From an optimization exercise on the open Yosys and OpenROAD flow, aimed at small area; shortcuts taken in it are not production practice. Where RTL was checked, it was by simulation tests only, not by an equivalence proof against the original. The flow treats the clock pin as an ideal source. Dropping or thinning the clock tree relies on that and would not hold on a real chip. Power is estimated from default activity; no workload was simulated.

Setup of run Y:
Design Filter, start of the top module:
module Filter(input CLK,
              input RST,
              input IN,
              output [7:0] OUT);
export LEC_CHECK = 0
export CAP_MARGIN = 20
export CORE_MARGIN = 2
export CORE_UTILIZATION = 40
export SLEW_MARGIN = 20
create_clock -name core_clock -period 20.0 [get_ports {CLK}]
standard.sh (not shown) runs the stock make flow with config.mk's settings and CLKGATE_MAP_FILE= SYNTH_SCRIPT=/design/flow/synth_recipe.tcl, a recipe that flattens the netlist after the stock synthesis.
==> flow/flow/run.sh <==
#!/bin/bash
# Standard ORFS layout with these changes:
#  - one shared tie cell for the constant outputs (no per-port tie duplication)
#  - port buffers use the smallest buffer cell
#  - clock tree without dummy loads; after CTS the clock port drives the leaf
#    clock buffers directly, and logic cells get their smallest drive strength
#    (flow/post_cts.tcl)
set -euo pipefail
here=$(pwd)
CTS="-sink_clustering_enable -repair_clock_nets -dont_use_dummy_load -buf_list sky130_fd_sc_hd__clkbuf_4 -root_buf sky130_fd_sc_hd__clkbuf_4"
bash standard.sh SKIP_REPAIR_TIE_FANOUT=1 \
  "BUFFER_PORTS_ARGS=-buffer_cell sky130_fd_sc_hd__buf_1" \
  "CTS_ARGS=$CTS" "POST_CTS_TCL=$here/flow/post_cts.tcl" finish > standard.log 2>&1
Other scripts of this flow, unchanged in this note and not shown: flow/flow/post_cts.tcl
Run Y: flow completed, timing, DRC and antenna clean
#### Input delta (run X over run Y)
Settings: setting CORE_AREA to 4 4 64 64 for the first time; removing CORE_MARGIN (formerly 2); setting DIE_AREA to 0 0 68 68 for the first time; removing CORE_UTILIZATION (formerly 40).
### Flow results
- Run X against run Y: clock group total power went up by about 6%, transition time at the pin with the least slew margin went down by 0.033 ns, worst endpoint data arrival time went down by 0.03 ns, remaining max-slew budget at the tightest pin went up by 2.2 points.
- Run Y and run X ended up with nearly the same power attributed to sequential cells.


Starting RTL as in the previous note.
// Filter
module Filter(input CLK,
              input RST,
              input IN,
              output [7:0] OUT);
Settings: LEC_CHECK=0, CAP_MARGIN=20, CORE_AREA=4 4 64 64, DIE_AREA=0 0 68 68, SLEW_MARGIN=20; clock period 20.0 ns.
==> flow/flow/run.sh <==
#!/bin/bash
# Standard ORFS layout with these changes:
#  - one shared tie cell for the constant outputs (no per-port tie duplication)
#  - port buffers use the smallest buffer cell
#  - clock tree without dummy loads; after CTS one clock buffer drives all
#    registers, and logic cells get their smallest drive strength
#    (flow/post_cts.tcl)
set -euo pipefail
here=$(pwd)
CTS="-sink_clustering_enable -repair_clock_nets -dont_use_dummy_load -buf_list sky130_fd_sc_hd__clkbuf_4 -root_buf sky130_fd_sc_hd__clkbuf_4"
bash standard.sh SKIP_REPAIR_TIE_FANOUT=1 \
  "BUFFER_PORTS_ARGS=-buffer_cell sky130_fd_sc_hd__buf_1" \
  "CTS_ARGS=$CTS" "POST_CTS_TCL=$here/flow/post_cts.tcl" finish > standard.log 2>&1
Other scripts of this flow, unchanged in this note and not shown: flow/flow/post_cts.tcl
The starting point ran to the end with no violations.
==> next run, changes <==
--- a/flow/config.mk
+++ b/flow/config.mk
@@ -10,2 +10,3 @@
 export DIE_AREA = 0 0 68 68
+export PLACE_DENSITY = 0.9
 export SLEW_MARGIN = 20
Outcome: Area after synthesis stays the same; critical path depth stays the same; die area is unchanged; fmax is lower by 1.2%; final cell count does not change; power is higher by 2.6%; clock-buffer cell count is unchanged; non-clock buffer count is unchanged.


Setup of before:
Another version of the RTL of Filter (not shown whole).
For scale: roughly 60 cells after synthesis, roughly 16 flip-flops, ~11 I/O pins, ~710 um2 of cells after synthesis.
export LEC_CHECK = 0
export CAP_MARGIN = 20
export CORE_MARGIN = 2
export CORE_UTILIZATION = 40
export SLEW_MARGIN = 20
create_clock -name core_clock -period 20.0 [get_ports {CLK}]
==> flow/flow/run.sh <==
#!/bin/bash
# Standard ORFS layout with three changes:
#  - one shared tie cell for the constant outputs (no per-port tie duplication)
#  - port buffers use the smallest buffer cell
#  - clock tree without dummy loads
set -euo pipefail
CTS="-sink_clustering_enable -repair_clock_nets -dont_use_dummy_load -sink_clustering_size 30 -sink_clustering_max_diameter 200 -buf_list sky130_fd_sc_hd__clkbuf_4 -root_buf sky130_fd_sc_hd__clkbuf_4"
bash standard.sh SKIP_REPAIR_TIE_FANOUT=1 \
  "BUFFER_PORTS_ARGS=-buffer_cell sky130_fd_sc_hd__buf_1" \
  "CTS_ARGS=$CTS" finish > standard.log 2>&1
before finished every step from synthesis to the final layout, and the layout passed the timing, design-rule and antenna checks.
--- input diff before..after ---
diff --git a/flow/flow/run.sh b/flow/flow/run.sh
--- a/flow/flow/run.sh
+++ b/flow/flow/run.sh
@@ -7 +7 @@
-CTS="-sink_clustering_enable -repair_clock_nets -dont_use_dummy_load -sink_clustering_size 30 -sink_clustering_max_diameter 200 -buf_list sky130_fd_sc_hd__clkbuf_4 -root_buf sky130_fd_sc_hd__clkbuf_4"
+CTS="-sink_clustering_enable -repair_clock_nets -dont_use_dummy_load"
--- outcome ---
From before to after the numbers moved as follows: total count of hold-check failures in the final report held, sequential share of layout area held, global-route total usage across every layer held, aggregate global routing overflow held.
Clock buffer instance count of the final layout of after is on par with before.
before -> after: via count of the first global-routing pass delta 0, exact match
Re final cell count: no difference whatsoever between after and before.
Diff before..after | core utilization of the finished layout | unchanged
~same wire length of the first global-routing pass in after and before
Re non-clock buffer count: no difference whatsoever between after and before.
No functional check of the RTL was part of any run of this note.


The RTL this note starts from:
==> flow/design.v <==
module Filter(input CLK,
              input RST,
              input IN,
              output [7:0] OUT);
  reg x, y1;
  reg  [6:0] ph;
  wire last_in  = ~(ph[1] | ph[2] | ph[5] | ph[6]);
  wire out_edge = ph[0] & ~(ph[1] | ph[2] | ph[6]);
  wire ph_fb    = ph[3] ^ ph[6] ^ last_in;
  reg [5:0] acc;
  reg       dec;
  wire inc = y1 ? (~x & ~last_in) : (IN & ~out_edge);
  wire [5:0] acc_next = out_edge ? {5'd0, y1 & ~x} : acc + {5'd0, inc};
  always @(posedge CLK or negedge RST) begin
    if (!RST) begin
      x <= 1'b0;
      y1 <= 1'b0;
      ph <= 7'b1000010;
      acc <= 6'd0;
      dec <= 1'b0;
    end else begin
      x <= IN;
      y1 <= x;
      ph <= {ph[5:0], ph_fb};
      acc <= acc_next;
      dec <= out_edge & acc[5];
    end
  end
  assign OUT = {7'd0, dec};
endmodule
clock: 20.0 ns
lec_check: 0
cap_margin: 20
core_margin: 2
core_utilization: 40
slew_margin: 20
==> flow/flow/run.sh <==
#!/bin/bash
# Standard ORFS layout with these changes:
#  - one shared tie cell for the constant outputs (no per-port tie duplication)
#  - port buffers use the smallest buffer cell
#  - clock tree without dummy loads
#  - power recovery (downsizing cells with slack) after global routing
set -euo pipefail
CTS="-sink_clustering_enable -repair_clock_nets -dont_use_dummy_load -sink_clustering_size 30 -sink_clustering_max_diameter 200 -buf_list sky130_fd_sc_hd__clkbuf_8 -root_buf sky130_fd_sc_hd__clkbuf_8"
bash standard.sh SKIP_REPAIR_TIE_FANOUT=1 RECOVER_POWER=100 \
  "BUFFER_PORTS_ARGS=-buffer_cell sky130_fd_sc_hd__buf_1" \
  "CTS_ARGS=$CTS" finish > standard.log 2>&1
The first run completed without violations.
Rerun with:
==> flow/flow/run.sh (replaced) <==
#!/bin/bash
# Standard ORFS layout with three changes:
#  - one shared tie cell for the constant outputs (no per-port tie duplication)
#  - port buffers use the smallest buffer cell
#  - clock tree without dummy loads
set -euo pipefail
CTS="-sink_clustering_enable -repair_clock_nets -dont_use_dummy_load"
bash standard.sh SKIP_REPAIR_TIE_FANOUT=1 \
  "BUFFER_PORTS_ARGS=-buffer_cell sky130_fd_sc_hd__buf_1" \
  "CTS_ARGS=$CTS" finish > standard.log 2>&1
Final cell count is unchanged.
Design area went down by 1.7%.
Setup slack gains 43 ps.
Worst hold slack loses 3.9 ps.
Maximum frequency went up by 0.90%.
Sequential share of layout area went up by 1.1 points.
Flip-flop and latch count is unchanged.
Die area is unchanged.
No functional check of the RTL was part of any run of this note.

-- port drivers added, routing unchanged --
Ports are ideal in the flow. The routed layouts listed here were re-timed in OpenROAD. Step 1 (the two cells are an assumption about what drives the block):
set clk [get_ports {CLK}]
set_driving_cell -lib_cell sky130_fd_sc_hd__clkbuf_16 $clk
set_driving_cell -lib_cell sky130_fd_sc_hd__buf_2 [delete_from_list [all_inputs] $clk]
Step 2 moves the port delays by t, midway between the first and last clock arrival at a register: inputs arrive t later, outputs are due t later. That takes back most of the time a late clock gives input paths. a / b / c = ideal ports / drivers / drivers and shift; a / b = the first two.
run	t, ns	slack for setup (ns)	pins driven straight from the clock port
run Y	0.163	14.330 / 14.305 / 14.468	2
run X	0.164	14.359 / 14.337 / 14.501	2
the first run of note 2	0.165	14.362 / 14.343 / 14.507	1
the second run of note 2	0.166	14.295 / 14.273 / 14.438	1
before	0.295	15.075 / 15.071 / 14.776	1
after	0.295	15.075 / 15.071 / 14.776	1
the first run of note 4	0.260	15.126 / 15.125 / 14.865	1
the second run of note 4	0.287	15.169 / 15.166 / 14.878	1
After both steps every run listed still meets setup and hold.
